This is an optimization exercise on Yosys and OpenROAD, whose aim is small area, not a production implementation.
For this run, only the layout was checked, not whether the RTL still works.

==> design.v <==
package AggrCDMAPkg;
    parameter int CDMA_CODE_WIDTH = 16;                      
    parameter int NUM_PORTS       = CDMA_CODE_WIDTH;         
    parameter int DATA_WIDTH      = 8;                       
    parameter int LOG_CODE_WIDTH  = $clog2(CDMA_CODE_WIDTH-1); 
    parameter int COUNTER_WIDTH   = $clog2(CDMA_CODE_WIDTH-1);   
    parameter logic [CDMA_CODE_WIDTH*CDMA_CODE_WIDTH-1:0] CDMA_CODES    
                   = { 16'd0,
                       16'd21845,
                       16'd13107,
                       16'd26214,
                       16'd3855,
                       16'd23130,
                       16'd15420,
                       16'd26985,
                       16'd255,
                       16'd21930,
                       16'd13260,
                       16'd26265,
                       16'd4080,
                       16'd23205,
                       16'd15555,
                       16'd27030};
    typedef   logic [DATA_WIDTH-1:0] dataWord;  
endpackage
module acdma_top (
  input  logic         clk,
  input  logic         rst,
  input  logic [127:0] data_in,
  output logic [127:0] decoded_out
);
  logic [15:1] chip;
  wire  [15:0] chipx = {chip, 1'b0};
  wire  [3:0]  ph = ~{chip[8], chip[4], chip[2], chip[1]};
  wire  [3:0]  nn = ~(ph + 4'h1);
  always_ff @(posedge clk) begin
    if (rst) chip <= 15'd0;
    else begin
      chip[1] <= nn[0];
      chip[2] <= nn[1];
      chip[3] <= nn[0] ^ nn[1];
      chip[4] <= nn[2];
      chip[5] <= nn[0] ^ nn[2];
      chip[6] <= nn[1] ^ nn[2];
      chip[7] <= nn[0] ^ nn[1] ^ nn[2];
      chip[8] <= nn[3];
      chip[9] <= nn[0] ^ nn[3];
      chip[10] <= nn[1] ^ nn[3];
      chip[11] <= nn[0] ^ nn[1] ^ nn[3];
      chip[12] <= nn[2] ^ nn[3];
      chip[13] <= nn[0] ^ nn[2] ^ nn[3];
      chip[14] <= nn[1] ^ nn[2] ^ nn[3];
      chip[15] <= nn[0] ^ nn[1] ^ nn[2] ^ nn[3];
    end
  end
  logic [127:0] w;
  assign w[7:0] = {~(data_in[7] ^ chipx[0]), data_in[6:0] ^ {7{chipx[0]}}};
  assign w[15:8] = {~(data_in[15] ^ chipx[1]), data_in[14:8] ^ {7{chipx[1]}}};
  assign w[23:16] = {~(data_in[23] ^ chipx[2]), data_in[22:16] ^ {7{chipx[2]}}};
  assign w[31:24] = {~(data_in[31] ^ chipx[3]), data_in[30:24] ^ {7{chipx[3]}}};
  assign w[39:32] = {~(data_in[39] ^ chipx[4]), data_in[38:32] ^ {7{chipx[4]}}};
  assign w[47:40] = {~(data_in[47] ^ chipx[5]), data_in[46:40] ^ {7{chipx[5]}}};
  assign w[55:48] = {~(data_in[55] ^ chipx[6]), data_in[54:48] ^ {7{chipx[6]}}};
  assign w[63:56] = {~(data_in[63] ^ chipx[7]), data_in[62:56] ^ {7{chipx[7]}}};
  assign w[71:64] = {~(data_in[71] ^ chipx[8]), data_in[70:64] ^ {7{chipx[8]}}};
  assign w[79:72] = {~(data_in[79] ^ chipx[9]), data_in[78:72] ^ {7{chipx[9]}}};
  assign w[87:80] = {~(data_in[87] ^ chipx[10]), data_in[86:80] ^ {7{chipx[10]}}};
  assign w[95:88] = {~(data_in[95] ^ chipx[11]), data_in[94:88] ^ {7{chipx[11]}}};
  assign w[103:96] = {~(data_in[103] ^ chipx[12]), data_in[102:96] ^ {7{chipx[12]}}};
  assign w[111:104] = {~(data_in[111] ^ chipx[13]), data_in[110:104] ^ {7{chipx[13]}}};
  assign w[119:112] = {~(data_in[119] ^ chipx[14]), data_in[118:112] ^ {7{chipx[14]}}};
  assign w[127:120] = {~(data_in[127] ^ chipx[15]), data_in[126:120] ^ {7{chipx[15]}}};
  wire ts0, tc0;
  assign {tc0, ts0} = w[120] + w[112] + w[104];
  wire ts1, tc1;
  assign {tc1, ts1} = w[96] + w[88];
  wire ts2, tc2;
  assign {tc2, ts2} = w[121] + w[113] + w[105];
  wire ts3, tc3;
  assign {tc3, ts3} = w[97] + w[89] + w[81];
  wire ts4, tc4;
  assign {tc4, ts4} = w[73] + w[65];
  wire ts5, tc5;
  assign {tc5, ts5} = w[122] + w[114] + w[106];
  wire ts6, tc6;
  assign {tc6, ts6} = w[98] + w[90] + w[82];
  wire ts7, tc7;
  assign {tc7, ts7} = w[74] + w[66] + w[58];
  wire ts8, tc8;
  assign {tc8, ts8} = w[123] + w[115] + w[107];
  wire ts9, tc9;
  assign {tc9, ts9} = w[99] + w[91] + w[83];
  wire ts10, tc10;
  assign {tc10, ts10} = w[75] + w[67] + w[59];
  wire ts11, tc11;
  assign {tc11, ts11} = w[124] + w[116] + w[108];
  wire ts12, tc12;
  assign {tc12, ts12} = w[100] + w[92] + w[84];
  wire ts13, tc13;
  assign {tc13, ts13} = w[76] + w[68] + w[60];
  wire ts14, tc14;
  assign {tc14, ts14} = w[125] + w[117] + w[109];
  wire ts15, tc15;
  assign {tc15, ts15} = w[101] + w[93] + w[85];
  wire ts16, tc16;
  assign {tc16, ts16} = w[77] + w[69] + w[61];
  wire ts17, tc17;
  assign {tc17, ts17} = w[126] + w[118] + w[110];
  wire ts18, tc18;
  assign {tc18, ts18} = w[102] + w[94] + w[86];
  wire ts19, tc19;
  assign {tc19, ts19} = w[78] + w[70] + w[62];
  wire ts20, tc20;
  assign {tc20, ts20} = w[127] + w[119] + w[111];
  wire ts21, tc21;
  assign {tc21, ts21} = w[103] + w[95] + w[87];
  wire ts22, tc22;
  assign {tc22, ts22} = w[79] + w[71] + w[63];
  wire ts23, tc23;
  assign {tc23, ts23} = w[80] + w[72] + w[64];
  wire ts24, tc24;
  assign {tc24, ts24} = w[56] + w[48] + w[40];
  wire ts25, tc25;
  assign {tc25, ts25} = tc1 + tc0 + w[57];
  wire ts26, tc26;
  assign {tc26, ts26} = w[49] + w[41] + w[33];
  wire ts27, tc27;
  assign {tc27, ts27} = w[25] + w[17] + w[9];
  wire ts28, tc28;
  assign {tc28, ts28} = tc4 + tc3 + tc2;
  wire ts29, tc29;
  assign {tc29, ts29} = w[50] + w[42] + w[34];
  wire ts30, tc30;
  assign {tc30, ts30} = w[26] + w[18] + w[10];
  wire ts31, tc31;
  assign {tc31, ts31} = w[2] + ts7;
  wire ts32, tc32;
  assign {tc32, ts32} = tc7 + tc6 + tc5;
  wire ts33, tc33;
  assign {tc33, ts33} = w[51] + w[43] + w[35];
  wire ts34, tc34;
  assign {tc34, ts34} = w[27] + w[19] + w[11];
  wire ts35, tc35;
  assign {tc35, ts35} = w[3] + ts10 + ts9;
  wire ts36, tc36;
  assign {tc36, ts36} = tc10 + tc9 + tc8;
  wire ts37, tc37;
  assign {tc37, ts37} = w[52] + w[44] + w[36];
  wire ts38, tc38;
  assign {tc38, ts38} = w[28] + w[20] + w[12];
  wire ts39, tc39;
  assign {tc39, ts39} = w[4] + ts13 + ts12;
  wire ts40, tc40;
  assign {tc40, ts40} = tc13 + tc12 + tc11;
  wire ts41, tc41;
  assign {tc41, ts41} = w[53] + w[45] + w[37];
  wire ts42, tc42;
  assign {tc42, ts42} = w[29] + w[21] + w[13];
  wire ts43, tc43;
  assign {tc43, ts43} = w[5] + ts16 + ts15;
  wire ts44, tc44;
  assign {tc44, ts44} = tc16 + tc15 + tc14;
  wire ts45, tc45;
  assign {tc45, ts45} = w[54] + w[46] + w[38];
  wire ts46, tc46;
  assign {tc46, ts46} = w[30] + w[22] + w[14];
  wire ts47, tc47;
  assign {tc47, ts47} = w[6] + ts19 + ts18;
  wire ts48, tc48;
  assign {tc48, ts48} = tc19 + tc18 + tc17;
  wire ts49, tc49;
  assign {tc49, ts49} = w[55] + w[47] + w[39];
  wire ts50, tc50;
  assign {tc50, ts50} = w[31] + w[23] + w[15];
  wire ts51, tc51;
  assign {tc51, ts51} = w[7] + ts22 + ts21;
  wire ts52, tc52;
  assign {tc52, ts52} = w[32] + w[24] + w[16];
  wire ts53, tc53;
  assign {tc53, ts53} = w[8] + w[0];
  wire ts54, tc54;
  assign {tc54, ts54} = tc24 + tc23 + w[1];
  wire ts55, tc55;
  assign {tc55, ts55} = ts4 + ts3 + ts2;
  wire ts56, tc56;
  assign {tc56, ts56} = ts27 + ts26;
  wire ts57, tc57;
  assign {tc57, ts57} = tc27 + tc26 + tc25;
  wire ts58, tc58;
  assign {tc58, ts58} = ts6 + ts5 + ts31;
  wire ts59, tc59;
  assign {tc59, ts59} = ts30 + ts29 + ts28;
  wire ts60, tc60;
  assign {tc60, ts60} = tc31 + tc30 + tc29;
  wire ts61, tc61;
  assign {tc61, ts61} = tc28 + ts8 + ts35;
  wire ts62, tc62;
  assign {tc62, ts62} = ts34 + ts33 + ts32;
  wire ts63, tc63;
  assign {tc63, ts63} = tc35 + tc34 + tc33;
  wire ts64, tc64;
  assign {tc64, ts64} = tc32 + ts11 + ts39;
  wire ts65, tc65;
  assign {tc65, ts65} = ts38 + ts37 + ts36;
  wire ts66, tc66;
  assign {tc66, ts66} = tc39 + tc38 + tc37;
  wire ts67, tc67;
  assign {tc67, ts67} = tc36 + ts14 + ts43;
  wire ts68, tc68;
  assign {tc68, ts68} = ts42 + ts41 + ts40;
  wire ts69, tc69;
  assign {tc69, ts69} = tc43 + tc42 + tc41;
  wire ts70, tc70;
  assign {tc70, ts70} = tc40 + ts17 + ts47;
  wire ts71, tc71;
  assign {tc71, ts71} = ts46 + ts45 + ts44;
  wire ts72, tc72;
  assign {tc72, ts72} = tc47 + tc46 + tc45;
  wire ts73, tc73;
  assign {tc73, ts73} = tc44 + ts20 + ts51;
  wire ts74, tc74;
  assign {tc74, ts74} = ts50 + ts49 + ts48;
  wire ts75, tc75;
  assign {tc75, ts75} = tc51 + tc50 + tc49;
  wire ts76, tc76;
  assign {tc76, ts76} = tc48 + tc22 + tc21;
  wire ts77, tc77;
  assign {tc77, ts77} = ts1 + ts0 + ts24;
  wire ts78, tc78;
  assign {tc78, ts78} = tc53 + tc52 + ts25;
  wire ts79, tc79;
  assign {tc79, ts79} = ts56 + ts55;
  wire ts80, tc80;
  assign {tc80, ts80} = tc56 + tc55 + tc54;
  wire ts81, tc81;
  assign {tc81, ts81} = ts59 + ts58 + ts57;
  wire ts82, tc82;
  assign {tc82, ts82} = tc59 + tc58 + tc57;
  wire ts83, tc83;
  assign {tc83, ts83} = ts62 + ts61 + ts60;
  wire ts84, tc84;
  assign {tc84, ts84} = tc62 + tc61 + tc60;
  wire ts85, tc85;
  assign {tc85, ts85} = ts65 + ts64 + ts63;
  wire ts86, tc86;
  assign {tc86, ts86} = tc65 + tc64 + tc63;
  wire ts87, tc87;
  assign {tc87, ts87} = ts68 + ts67 + ts66;
  wire ts88, tc88;
  assign {tc88, ts88} = tc68 + tc67 + tc66;
  wire ts89, tc89;
  assign {tc89, ts89} = ts71 + ts70 + ts69;
  wire ts90, tc90;
  assign {tc90, ts90} = tc71 + tc70 + tc69;
  wire ts91, tc91;
  assign {tc91, ts91} = ts74 + ts73 + ts72;
  wire ts92, tc92;
  assign {tc92, ts92} = tc74 + tc73 + tc72;
  wire ts93, tc93;
  assign {tc93, ts93} = tc20 + ts76 + ts75;
  wire ts94, tc94;
  assign {tc94, ts94} = ts23 + ts53;
  wire ts95, tc95;
  assign {tc95, ts95} = tc77 + ts54 + ts79;
  wire ts96, tc96;
  assign {tc96, ts96} = tc79 + tc78 + ts81;
  wire ts97, tc97;
  assign {tc97, ts97} = tc81 + tc80 + ts83;
  wire ts98, tc98;
  assign {tc98, ts98} = tc83 + tc82 + ts85;
  wire ts99, tc99;
  assign {tc99, ts99} = tc85 + tc84 + ts87;
  wire ts100, tc100;
  assign {tc100, ts100} = tc87 + tc86 + ts89;
  wire ts101, tc101;
  assign {tc101, ts101} = tc89 + tc88 + ts91;
  wire ts102, tc102;
  assign {tc102, ts102} = tc91 + tc90 + ts93;
  wire ts103, tc103;
  assign {tc103, ts103} = tc93 + tc92 + tc76;
  wire [11:0] t0 = {1'b0, tc103, ts103, ts102, ts101, ts100, ts99, ts98, ts97, ts96, ts95, ts94};
  wire [11:0] t1 = {1'b0, 1'b0, tc75, ts92, ts90, ts88, ts86, ts84, ts82, ts80, ts78, ts77};
  wire [11:0] t2 = {1'b0, 1'b0, tc102, tc101, tc100, tc99, tc98, tc97, tc96, tc95, tc94, ts52};
  logic [11:0] a0, a1, a2;
  logic [11:0] r1, r2, x;
  logic [6:0] xd;
  wire sel = ~ph[0];   
  always_ff @(posedge clk) begin
    a0 <= t0;
    a1 <= t1;
    a2 <= t2;
    r1 <= a0 + a1 + a2;
    r2 <= r1;
    x  <= (sel ? {r2[10:0], 1'b0} : r2) + (sel ? ~x : r1);
    xd <= x[11:5];
  end
  logic [7:0] sl, sh;
  logic clr_lo, clr_hi;
  assign clr_lo = (ph == 4'd4) | (ph == 4'd5);
  always_comb begin
    case (ph)
      4'd0: sl = 8'haa;
      4'd1: sl = 8'h55;
      4'd2: sl = 8'h00;
      4'd3: sl = 8'h00;
      4'd4: sl = 8'h5a;
      4'd5: sl = 8'hb4;
      4'd6: sl = 8'he1;
      4'd7: sl = 8'hc3;
      4'd8: sl = 8'ha5;
      4'd9: sl = 8'h4b;
      4'd10: sl = 8'h1e;
      4'd11: sl = 8'h3c;
      4'd12: sl = 8'h99;
      4'd13: sl = 8'h33;
      4'd14: sl = 8'h66;
      4'd15: sl = 8'hcc;
      default: sl = 8'h00;
    endcase
  end
  always_ff @(posedge clk) begin
    sh <= sl;
    clr_hi <= clr_lo;
  end
  logic [4:0] klo [0:7];
  logic [6:0] khi [0:7];
  assign klo[0] = ph[0] ? 5'h1c : 5'h1c;
  assign khi[0] = ph[0] ? 7'h7f : 7'h7f;
  assign klo[1] = ph[0] ? 5'h1c : 5'h1c;
  assign khi[1] = ph[0] ? 7'h7f : 7'h7f;
  assign klo[2] = ph[0] ? 5'h1c : 5'h18;
  assign khi[2] = ph[0] ? 7'h3 : 7'h7f;
  assign klo[3] = ph[0] ? 5'h0 : 5'h1c;
  assign khi[3] = ph[0] ? 7'h7f : 7'h0;
  assign klo[4] = ph[0] ? 5'h1c : 5'h1c;
  assign khi[4] = ph[0] ? 7'h7f : 7'h7f;
  assign klo[5] = ph[0] ? 5'h1c : 5'h1c;
  assign khi[5] = ph[0] ? 7'h7f : 7'h7f;
  assign klo[6] = ph[0] ? 5'h1c : 5'h1c;
  assign khi[6] = ph[0] ? 7'h7f : 7'h7f;
  assign klo[7] = ph[0] ? 5'h1c : 5'h1c;
  assign khi[7] = ph[0] ? 7'h7f : 7'h7f;
  logic [11:0] ring [0:15];
  logic [7:0]  cy;
  wire [4:0] la0 = clr_lo ? klo[0] : ring[0][4:0];
  wire [4:0] lb0 = x[4:0] ^ {5{sl[0]}};
  wire [5:0] lc0;
  wire [4:0] ls0;
  assign lc0[0] = 1'b0;
  assign {lc0[1], ls0[0]} = la0[0] + lb0[0] + lc0[0];
  assign {lc0[2], ls0[1]} = la0[1] + lb0[1] + lc0[1];
  assign {lc0[3], ls0[2]} = la0[2] + lb0[2] + lc0[2];
  assign {lc0[4], ls0[3]} = la0[3] + lb0[3] + lc0[3];
  assign {lc0[5], ls0[4]} = la0[4] + lb0[4] + lc0[4];
  wire [6:0] ha0 = clr_hi ? khi[0] : ring[1][11:5];
  wire [6:0] hb0 = xd ^ {7{sh[0]}};
  wire [6:0] hc0;
  wire [6:0] hs0;
  assign hc0[0] = cy[0];
  assign {hc0[1], hs0[0]} = ha0[0] + hb0[0] + hc0[0];
  assign {hc0[2], hs0[1]} = ha0[1] + hb0[1] + hc0[1];
  assign {hc0[3], hs0[2]} = ha0[2] + hb0[2] + hc0[2];
  assign {hc0[4], hs0[3]} = ha0[3] + hb0[3] + hc0[3];
  assign {hc0[5], hs0[4]} = ha0[4] + hb0[4] + hc0[4];
  assign {hc0[6], hs0[5]} = ha0[5] + hb0[5] + hc0[5];
  assign hs0[6] = ha0[6] ^ hb0[6] ^ hc0[6];
  wire [4:0] la1 = clr_lo ? klo[1] : ring[2][4:0];
  wire [4:0] lb1 = x[4:0] ^ {5{sl[1]}};
  wire [5:0] lc1;
  wire [4:0] ls1;
  assign lc1[0] = 1'b0;
  assign {lc1[1], ls1[0]} = la1[0] + lb1[0] + lc1[0];
  assign {lc1[2], ls1[1]} = la1[1] + lb1[1] + lc1[1];
  assign {lc1[3], ls1[2]} = la1[2] + lb1[2] + lc1[2];
  assign {lc1[4], ls1[3]} = la1[3] + lb1[3] + lc1[3];
  assign {lc1[5], ls1[4]} = la1[4] + lb1[4] + lc1[4];
  wire [6:0] ha1 = clr_hi ? khi[1] : ring[3][11:5];
  wire [6:0] hb1 = xd ^ {7{sh[1]}};
  wire [6:0] hc1;
  wire [6:0] hs1;
  assign hc1[0] = cy[1];
  assign {hc1[1], hs1[0]} = ha1[0] + hb1[0] + hc1[0];
  assign {hc1[2], hs1[1]} = ha1[1] + hb1[1] + hc1[1];
  assign {hc1[3], hs1[2]} = ha1[2] + hb1[2] + hc1[2];
  assign {hc1[4], hs1[3]} = ha1[3] + hb1[3] + hc1[3];
  assign {hc1[5], hs1[4]} = ha1[4] + hb1[4] + hc1[4];
  assign {hc1[6], hs1[5]} = ha1[5] + hb1[5] + hc1[5];
  assign hs1[6] = ha1[6] ^ hb1[6] ^ hc1[6];
  wire [4:0] la2 = clr_lo ? klo[2] : ring[4][4:0];
  wire [4:0] lb2 = x[4:0] ^ {5{sl[2]}};
  wire [5:0] lc2;
  wire [4:0] ls2;
  assign lc2[0] = 1'b0;
  assign {lc2[1], ls2[0]} = la2[0] + lb2[0] + lc2[0];
  assign {lc2[2], ls2[1]} = la2[1] + lb2[1] + lc2[1];
  assign {lc2[3], ls2[2]} = la2[2] + lb2[2] + lc2[2];
  assign {lc2[4], ls2[3]} = la2[3] + lb2[3] + lc2[3];
  assign {lc2[5], ls2[4]} = la2[4] + lb2[4] + lc2[4];
  wire [6:0] ha2 = clr_hi ? khi[2] : ring[5][11:5];
  wire [6:0] hb2 = xd ^ {7{sh[2]}};
  wire [6:0] hc2;
  wire [6:0] hs2;
  assign hc2[0] = cy[2];
  assign {hc2[1], hs2[0]} = ha2[0] + hb2[0] + hc2[0];
  assign {hc2[2], hs2[1]} = ha2[1] + hb2[1] + hc2[1];
  assign {hc2[3], hs2[2]} = ha2[2] + hb2[2] + hc2[2];
  assign {hc2[4], hs2[3]} = ha2[3] + hb2[3] + hc2[3];
  assign {hc2[5], hs2[4]} = ha2[4] + hb2[4] + hc2[4];
  assign {hc2[6], hs2[5]} = ha2[5] + hb2[5] + hc2[5];
  assign hs2[6] = ha2[6] ^ hb2[6] ^ hc2[6];
  wire [4:0] la3 = clr_lo ? klo[3] : ring[6][4:0];
  wire [4:0] lb3 = x[4:0] ^ {5{sl[3]}};
  wire [5:0] lc3;
  wire [4:0] ls3;
  assign lc3[0] = 1'b0;
  assign {lc3[1], ls3[0]} = la3[0] + lb3[0] + lc3[0];
  assign {lc3[2], ls3[1]} = la3[1] + lb3[1] + lc3[1];
  assign {lc3[3], ls3[2]} = la3[2] + lb3[2] + lc3[2];
  assign {lc3[4], ls3[3]} = la3[3] + lb3[3] + lc3[3];
  assign {lc3[5], ls3[4]} = la3[4] + lb3[4] + lc3[4];
  wire [6:0] ha3 = clr_hi ? khi[3] : ring[7][11:5];
  wire [6:0] hb3 = xd ^ {7{sh[3]}};
  wire [6:0] hc3;
  wire [6:0] hs3;
  assign hc3[0] = cy[3];
  assign {hc3[1], hs3[0]} = ha3[0] + hb3[0] + hc3[0];
  assign {hc3[2], hs3[1]} = ha3[1] + hb3[1] + hc3[1];
  assign {hc3[3], hs3[2]} = ha3[2] + hb3[2] + hc3[2];
  assign {hc3[4], hs3[3]} = ha3[3] + hb3[3] + hc3[3];
  assign {hc3[5], hs3[4]} = ha3[4] + hb3[4] + hc3[4];
  assign {hc3[6], hs3[5]} = ha3[5] + hb3[5] + hc3[5];
  assign hs3[6] = ha3[6] ^ hb3[6] ^ hc3[6];
  wire [4:0] la4 = clr_lo ? klo[4] : ring[8][4:0];
  wire [4:0] lb4 = x[4:0] ^ {5{sl[4]}};
  wire [5:0] lc4;
  wire [4:0] ls4;
  assign lc4[0] = 1'b0;
  assign {lc4[1], ls4[0]} = la4[0] + lb4[0] + lc4[0];
  assign {lc4[2], ls4[1]} = la4[1] + lb4[1] + lc4[1];
  assign {lc4[3], ls4[2]} = la4[2] + lb4[2] + lc4[2];
  assign {lc4[4], ls4[3]} = la4[3] + lb4[3] + lc4[3];
  assign {lc4[5], ls4[4]} = la4[4] + lb4[4] + lc4[4];
  wire [6:0] ha4 = clr_hi ? khi[4] : ring[9][11:5];
  wire [6:0] hb4 = xd ^ {7{sh[4]}};
  wire [6:0] hc4;
  wire [6:0] hs4;
  assign hc4[0] = cy[4];
  assign {hc4[1], hs4[0]} = ha4[0] + hb4[0] + hc4[0];
  assign {hc4[2], hs4[1]} = ha4[1] + hb4[1] + hc4[1];
  assign {hc4[3], hs4[2]} = ha4[2] + hb4[2] + hc4[2];
  assign {hc4[4], hs4[3]} = ha4[3] + hb4[3] + hc4[3];
  assign {hc4[5], hs4[4]} = ha4[4] + hb4[4] + hc4[4];
  assign {hc4[6], hs4[5]} = ha4[5] + hb4[5] + hc4[5];
  assign hs4[6] = ha4[6] ^ hb4[6] ^ hc4[6];
  wire [4:0] la5 = clr_lo ? klo[5] : ring[10][4:0];
  wire [4:0] lb5 = x[4:0] ^ {5{sl[5]}};
  wire [5:0] lc5;
  wire [4:0] ls5;
  assign lc5[0] = 1'b0;
  assign {lc5[1], ls5[0]} = la5[0] + lb5[0] + lc5[0];
  assign {lc5[2], ls5[1]} = la5[1] + lb5[1] + lc5[1];
  assign {lc5[3], ls5[2]} = la5[2] + lb5[2] + lc5[2];
  assign {lc5[4], ls5[3]} = la5[3] + lb5[3] + lc5[3];
  assign {lc5[5], ls5[4]} = la5[4] + lb5[4] + lc5[4];
  wire [6:0] ha5 = clr_hi ? khi[5] : ring[11][11:5];
  wire [6:0] hb5 = xd ^ {7{sh[5]}};
  wire [6:0] hc5;
  wire [6:0] hs5;
  assign hc5[0] = cy[5];
  assign {hc5[1], hs5[0]} = ha5[0] + hb5[0] + hc5[0];
  assign {hc5[2], hs5[1]} = ha5[1] + hb5[1] + hc5[1];
  assign {hc5[3], hs5[2]} = ha5[2] + hb5[2] + hc5[2];
  assign {hc5[4], hs5[3]} = ha5[3] + hb5[3] + hc5[3];
  assign {hc5[5], hs5[4]} = ha5[4] + hb5[4] + hc5[4];
  assign {hc5[6], hs5[5]} = ha5[5] + hb5[5] + hc5[5];
  assign hs5[6] = ha5[6] ^ hb5[6] ^ hc5[6];
  wire [4:0] la6 = clr_lo ? klo[6] : ring[12][4:0];
  wire [4:0] lb6 = x[4:0] ^ {5{sl[6]}};
  wire [5:0] lc6;
  wire [4:0] ls6;
  assign lc6[0] = 1'b0;
  assign {lc6[1], ls6[0]} = la6[0] + lb6[0] + lc6[0];
  assign {lc6[2], ls6[1]} = la6[1] + lb6[1] + lc6[1];
  assign {lc6[3], ls6[2]} = la6[2] + lb6[2] + lc6[2];
  assign {lc6[4], ls6[3]} = la6[3] + lb6[3] + lc6[3];
  assign {lc6[5], ls6[4]} = la6[4] + lb6[4] + lc6[4];
  wire [6:0] ha6 = clr_hi ? khi[6] : ring[13][11:5];
  wire [6:0] hb6 = xd ^ {7{sh[6]}};
  wire [6:0] hc6;
  wire [6:0] hs6;
  assign hc6[0] = cy[6];
  assign {hc6[1], hs6[0]} = ha6[0] + hb6[0] + hc6[0];
  assign {hc6[2], hs6[1]} = ha6[1] + hb6[1] + hc6[1];
  assign {hc6[3], hs6[2]} = ha6[2] + hb6[2] + hc6[2];
  assign {hc6[4], hs6[3]} = ha6[3] + hb6[3] + hc6[3];
  assign {hc6[5], hs6[4]} = ha6[4] + hb6[4] + hc6[4];
  assign {hc6[6], hs6[5]} = ha6[5] + hb6[5] + hc6[5];
  assign hs6[6] = ha6[6] ^ hb6[6] ^ hc6[6];
  wire [4:0] la7 = clr_lo ? klo[7] : ring[14][4:0];
  wire [4:0] lb7 = x[4:0] ^ {5{sl[7]}};
  wire [5:0] lc7;
  wire [4:0] ls7;
  assign lc7[0] = 1'b0;
  assign {lc7[1], ls7[0]} = la7[0] + lb7[0] + lc7[0];
  assign {lc7[2], ls7[1]} = la7[1] + lb7[1] + lc7[1];
  assign {lc7[3], ls7[2]} = la7[2] + lb7[2] + lc7[2];
  assign {lc7[4], ls7[3]} = la7[3] + lb7[3] + lc7[3];
  assign {lc7[5], ls7[4]} = la7[4] + lb7[4] + lc7[4];
  wire [6:0] ha7 = clr_hi ? khi[7] : ring[15][11:5];
  wire [6:0] hb7 = xd ^ {7{sh[7]}};
  wire [6:0] hc7;
  wire [6:0] hs7;
  assign hc7[0] = cy[7];
  assign {hc7[1], hs7[0]} = ha7[0] + hb7[0] + hc7[0];
  assign {hc7[2], hs7[1]} = ha7[1] + hb7[1] + hc7[1];
  assign {hc7[3], hs7[2]} = ha7[2] + hb7[2] + hc7[2];
  assign {hc7[4], hs7[3]} = ha7[3] + hb7[3] + hc7[3];
  assign {hc7[5], hs7[4]} = ha7[4] + hb7[4] + hc7[4];
  assign {hc7[6], hs7[5]} = ha7[5] + hb7[5] + hc7[5];
  assign hs7[6] = ha7[6] ^ hb7[6] ^ hc7[6];
  always_ff @(posedge clk) begin
    ring[1] <= {ring[0][11:5], ls0};
    cy[0] <= lc0[5];
    ring[2] <= {hs0, ring[1][4:0]};
    ring[3] <= {ring[2][11:5], ls1};
    cy[1] <= lc1[5];
    ring[4] <= {hs1, ring[3][4:0]};
    ring[5] <= {ring[4][11:5], ls2};
    cy[2] <= lc2[5];
    ring[6] <= {hs2, ring[5][4:0]};
    ring[7] <= {ring[6][11:5], ls3};
    cy[3] <= lc3[5];
    ring[8] <= {hs3, ring[7][4:0]};
    ring[9] <= {ring[8][11:5], ls4};
    cy[4] <= lc4[5];
    ring[10] <= {hs4, ring[9][4:0]};
    ring[11] <= {ring[10][11:5], ls5};
    cy[5] <= lc5[5];
    ring[12] <= {hs5, ring[11][4:0]};
    ring[13] <= {ring[12][11:5], ls6};
    cy[6] <= lc6[5];
    ring[14] <= {hs6, ring[13][4:0]};
    ring[15] <= {ring[14][11:5], ls7};
    cy[7] <= lc7[5];
    ring[0] <= {hs7, ring[15][4:0]};
  end
  logic [0:0] cap [0:7];
  always_ff @(posedge clk) begin
    cap[0] <= ring[4][4:4];
    cap[1] <= ring[6][4:4];
    cap[2] <= ring[8][4:4];
    cap[3] <= ring[10][4:4];
    cap[4] <= ring[12][4:4];
    cap[5] <= ring[14][4:4];
    cap[6] <= ring[0][4:4];
    cap[7] <= ring[2][4:4];
  end
  assign decoded_out[7:0] = {ring[5][11:5], cap[0]};
  assign decoded_out[15:8] = ring[6][11:4];
  assign decoded_out[23:16] = {ring[7][11:5], cap[1]};
  assign decoded_out[31:24] = ring[8][11:4];
  assign decoded_out[39:32] = {ring[9][11:5], cap[2]};
  assign decoded_out[47:40] = ring[10][11:4];
  assign decoded_out[55:48] = {ring[11][11:5], cap[3]};
  assign decoded_out[63:56] = ring[12][11:4];
  assign decoded_out[71:64] = {ring[13][11:5], cap[4]};
  assign decoded_out[79:72] = ring[14][11:4];
  assign decoded_out[87:80] = {ring[15][11:5], cap[5]};
  assign decoded_out[95:88] = ring[0][11:4];
  assign decoded_out[103:96] = {ring[1][11:5], cap[6]};
  assign decoded_out[111:104] = ring[2][11:4];
  assign decoded_out[119:112] = {ring[3][11:5], cap[7]};
  assign decoded_out[127:120] = ring[4][11:4];
endmodule
==> run.sh <==
#!/bin/bash
# synth_recipe.tcl (not shown) runs the flow's synth.tcl, then flattens the netlist and writes it again
# the make line also repeats each setting of config.mk as NAME=value (left out here)
make -C /OpenROAD-flow-scripts/flow DESIGN_CONFIG=/design/flow/config.mk WORK_HOME=/design/flow/orfs CLKGATE_MAP_FILE= SYNTH_SCRIPT=/design/flow/synth_recipe.tcl finish
==> config.mk <==
export PLATFORM = sky130hd
export DESIGN_NAME = acdma_top
export DESIGN_NICKNAME = acdma_top
export VERILOG_FILES = /design/flow/design.v
export SDC_FILE = /design/flow/constraint.sdc
export NUM_CORES = 4
export LEC_CHECK = 0
export CAP_MARGIN = 20
export CORE_MARGIN = 2
export CORE_UTILIZATION = 40
export PLACE_DENSITY = 0.6
export SLEW_MARGIN = 20
==> constraint.sdc <==
create_clock -name core_clock -period 4.0 [get_ports {clk}]
set_input_delay 0.8000 -clock core_clock [delete_from_list [all_inputs] [get_ports {clk}]]
set_output_delay 0.8000 -clock core_clock [all_outputs]
set_load 0.01 [all_outputs]
==> flow_summary.toml <==
[global_routing]
grt_start_max_net_pins = 45
gr-total-overflow = 0
antenna_found_initial = 1
grt_pass1_vias = 10000
grt_pass1_wl_mm = 52.6
grtUsageTotal_pct = 16.3

[detailed_routing]
routed_wl_mm = 33.0
drt_iter0_drc = 303
vias = 9179
dr.pass1.iters = 6
vias_per_cell = 4.34
routedWlPerCell_um = 15.6
drt.antenna.violating_nets = 0
drc_errors = 0

[worst_setup_path]
critical_path.max_stage_delay_ns = 0.44
crit_chain = "clkinv_1 > ha_1 > nor2b_2 > a211oi_1 > a21oi_4 > xnor2_1 > ha_1 > fa_1 > fa_1 > fa_1 > inv_1 > fa_1 > inv_1"
crit_slowest_cell = "dfxtp_2"
arrival_ns = 4.25
crit_type = "flip-flop to flip-flop"
start_kind = "flip-flop"
cp.required_ns = 4.46
cp_top_family = "adder cells"
critPathMaxFanout = 6
crit_buf_inv = 3
cpMostUsedCell = "fa_1"
cp-end-kind = "flip-flop"

[floorplanning]
pin_count = 258
dieWidth_um = 206
die-area_um2 = 42300
placement_rows = 73
initial_utilization_pct = 40.7
core_um2 = 39900
die_y_um = 206

[timing]
max_slew_margin_pct = 59.7
report.final.slew_viol_count = 0
post-route-min-period_ns = 3.79
tns_ns = 0
rsz0062_at_grt = "no"
hold_viol = 0
worst_pin_slew_ns = 0.604
finalSetupViolCount = 0
finClkSkew_ns = 0.0274
max_freq_ghz = 0.264
min_period_over_period_pct = 94.7

[clock_tree]
cts_setup_buffers = 0
cts_hold_buf = 0
insertion_delay_ns = 0.53
clk_pin_slew_ns = 0.06
clk_path_buf_depth = 3
cts_tree = "done"
htree_num_levels = 2
clock-sinks = 306
cts-root-buf = "clkbuf_16"
cts.repair.resized = 0
numCtsBuffers = 35

[layout]
area.growth.synth_to_final_pct = 21.2
diodes = 0
layout_commonest_cell = "dfxtp_1"
nFillCells = 3631
layout.nets = 1928
drive_above_1_share_pct = 10.1
final_cell_mix = "dfxtp_1 (303), clkdlybuf4s50_1 (257), xnor2_1 (201)"
finalNonFillerCells = 2113
fin_area_um2 = 19700
utilization_pct = 49.4

[synthesis]
avgSynthCellArea_um2 = 11.5
postSynthCellCount = 1419
syn_nets = 1780
yosys_warnings = 5
yosys_register_bits = 306
synth_area_um2 = 16300
ys.flop_type = "dfxtp_1"
synth.distinct_cells = 58
postSynth.asyncResetShare_pct = 0
seq_area_frac_synth_pct = 37.7
synth-edff-count = 0

[placed_design]
io_buffers = 257
gp_congestion = 0.838
place_area_um2 = 18600
dpl.hpwl_mm = 27.5
dp_cells = 2055

[run]
cap_violations = 0

[hold_path]
hold_class = "flip-flop to flip-flop"

[outcome]
status = "no timing/DRC/antenna violations"
==> metal layers <==
| metal | vias up | global-route usage [%] | share of wire (%) |
|---|---|---|---|
| met5 | - | 0 | 0 |
| met4 | 0 | 5.01 | 2.7 |
| met3 | 60 | 3.29 | 5.7 |
| met2 | 246 | 29.1 | 50 |
| met1 | 4443 | 19.6 | 42 |
| li1 | 4430 | - | - |
==> cell type report <==
type | count | area, um^2 | share of cell area [%]
Inverter | 180 | 676 | 3.43
Timing Repair Buffer | 294 | 2860 | 14.5
Multi-Input combinational cell | 750 | 8260 | 41.9
Tap cell | 525 | 657 | 3.33
Clock inverter | 9 | 104 | 0.527
Clock buffer | 49 | 1020 | 5.17
Sequential cell | 306 | 6130 | 31.1
==> final timing paths <==
| path | from | to | slack (ns) | depth (start not counted) |
|---|---|---|---|---|
| setup reg to reg | chip[1] | ring[15][4] | 0.21 | 13 |
| hold reg to reg | ring[5][2] | ring[6][2] | 0.31 | 0 |
| setup / recovery | chip[1] | ring[15][4] | 0.21 | 13 |
| hold / removal | ring[5][2] | ring[6][2] | 0.31 | 0 |
==> cells by family (layout without fill, tap and decap cells) <==
| kind of cell | count (synthesis) | after routing | synth area share [%] |
|---|---|---|---|
| compound gates | 80 | 80 | 3.78 |
| buf+inv | 363 | 532 | 11.5 |
| mux | 15 | 15 | 1.00 |
| fa+ha+maj | 231 | 231 | 26.5 |
| simple gates | 162 | 162 | 5.21 |
| xor+xnor | 262 | 262 | 14.3 |
| flops | 306 | 306 | 37.7 |
==> metrics by stage <==
step,worst slack [ns],hold WS [ns]
after global routing,0.00542,0.327
after CTS,0.155,0.313
after detailed placement,-0.250,0.312
after global placement,-0.260,0.310
after floorplan,0.0728,0.310
final,0.212,0.313
==> Yosys cell counts (8+ instances only) <==
master,n,area (um^2)
xnor2_1,201,1760
inv_1,177,664
a21oi_1,32,160
buf_1,8,30.0
clkbuf_1,33,124
buf_2,9,45.0
mux2_2,10,113
and2_1,18,113
or2_2,31,194
ha_1,42,526
a21o_1,11,82.6
buf_4,132,991
nand2_1,10,37.5
o21ai_0,8,40.0
xor2_1,58,508
fa_1,189,3780
nor2_1,59,221
nand2b_1,14,87.6
dfxtp_1,306,6130
==> worst register-to-register path: stages, from the launching register on <==
cell,delay (ns)
dfxtp_2,0.44
clkinv_1,0.12
ha_1,0.34
nor2b_2,0.20
a211oi_1,0.39
a21oi_4,0.07
xnor2_1,0.15
ha_1,0.22
fa_1,0.42
fa_1,0.43
fa_1,0.41
inv_1,0.09
fa_1,0.41
inv_1,0.06
==> registers in the layout, summed over array words and instances, names as in the netlist <==
name / cells
a1: 10
r1: 12
clr_hi: 1
a0: 11
cy: 8
cap: 8
x: 12
r2: 12
sh: 8
a2: 10
ring: 192
chip: 15
xd: 7

-- re-timing with driven ports --
The results above use ideal ports. As a check the final layout listed here was re-extracted and re-timed, cells and wires unchanged.
Step 1 sets driving cells, clkbuf_16 on the clock port and buf_2 on the other inputs (assumed; they add their load-dependent delay and slew).
Step 2 moves the port delays by t, midway between the first and last clock arrival at a register: inputs arrive t later, outputs are due t later. That takes back most of the time a late clock gives input paths.
Three values: ideal, step 1, step 2; two values: the first two.
t (ns): 0.565
slack for setup (ns): 0.212 / 0.212 / -0.243
latest minus earliest clock arrival (ns): 0.028 / 0.027
worst slew at a driven data input, ns: 0.06
With both steps, setup timing fails in this run, where it was met with ideal ports. For this run, drivers alone change the setup slack by 0.000 ns; drivers and shift together by -0.455 ns.
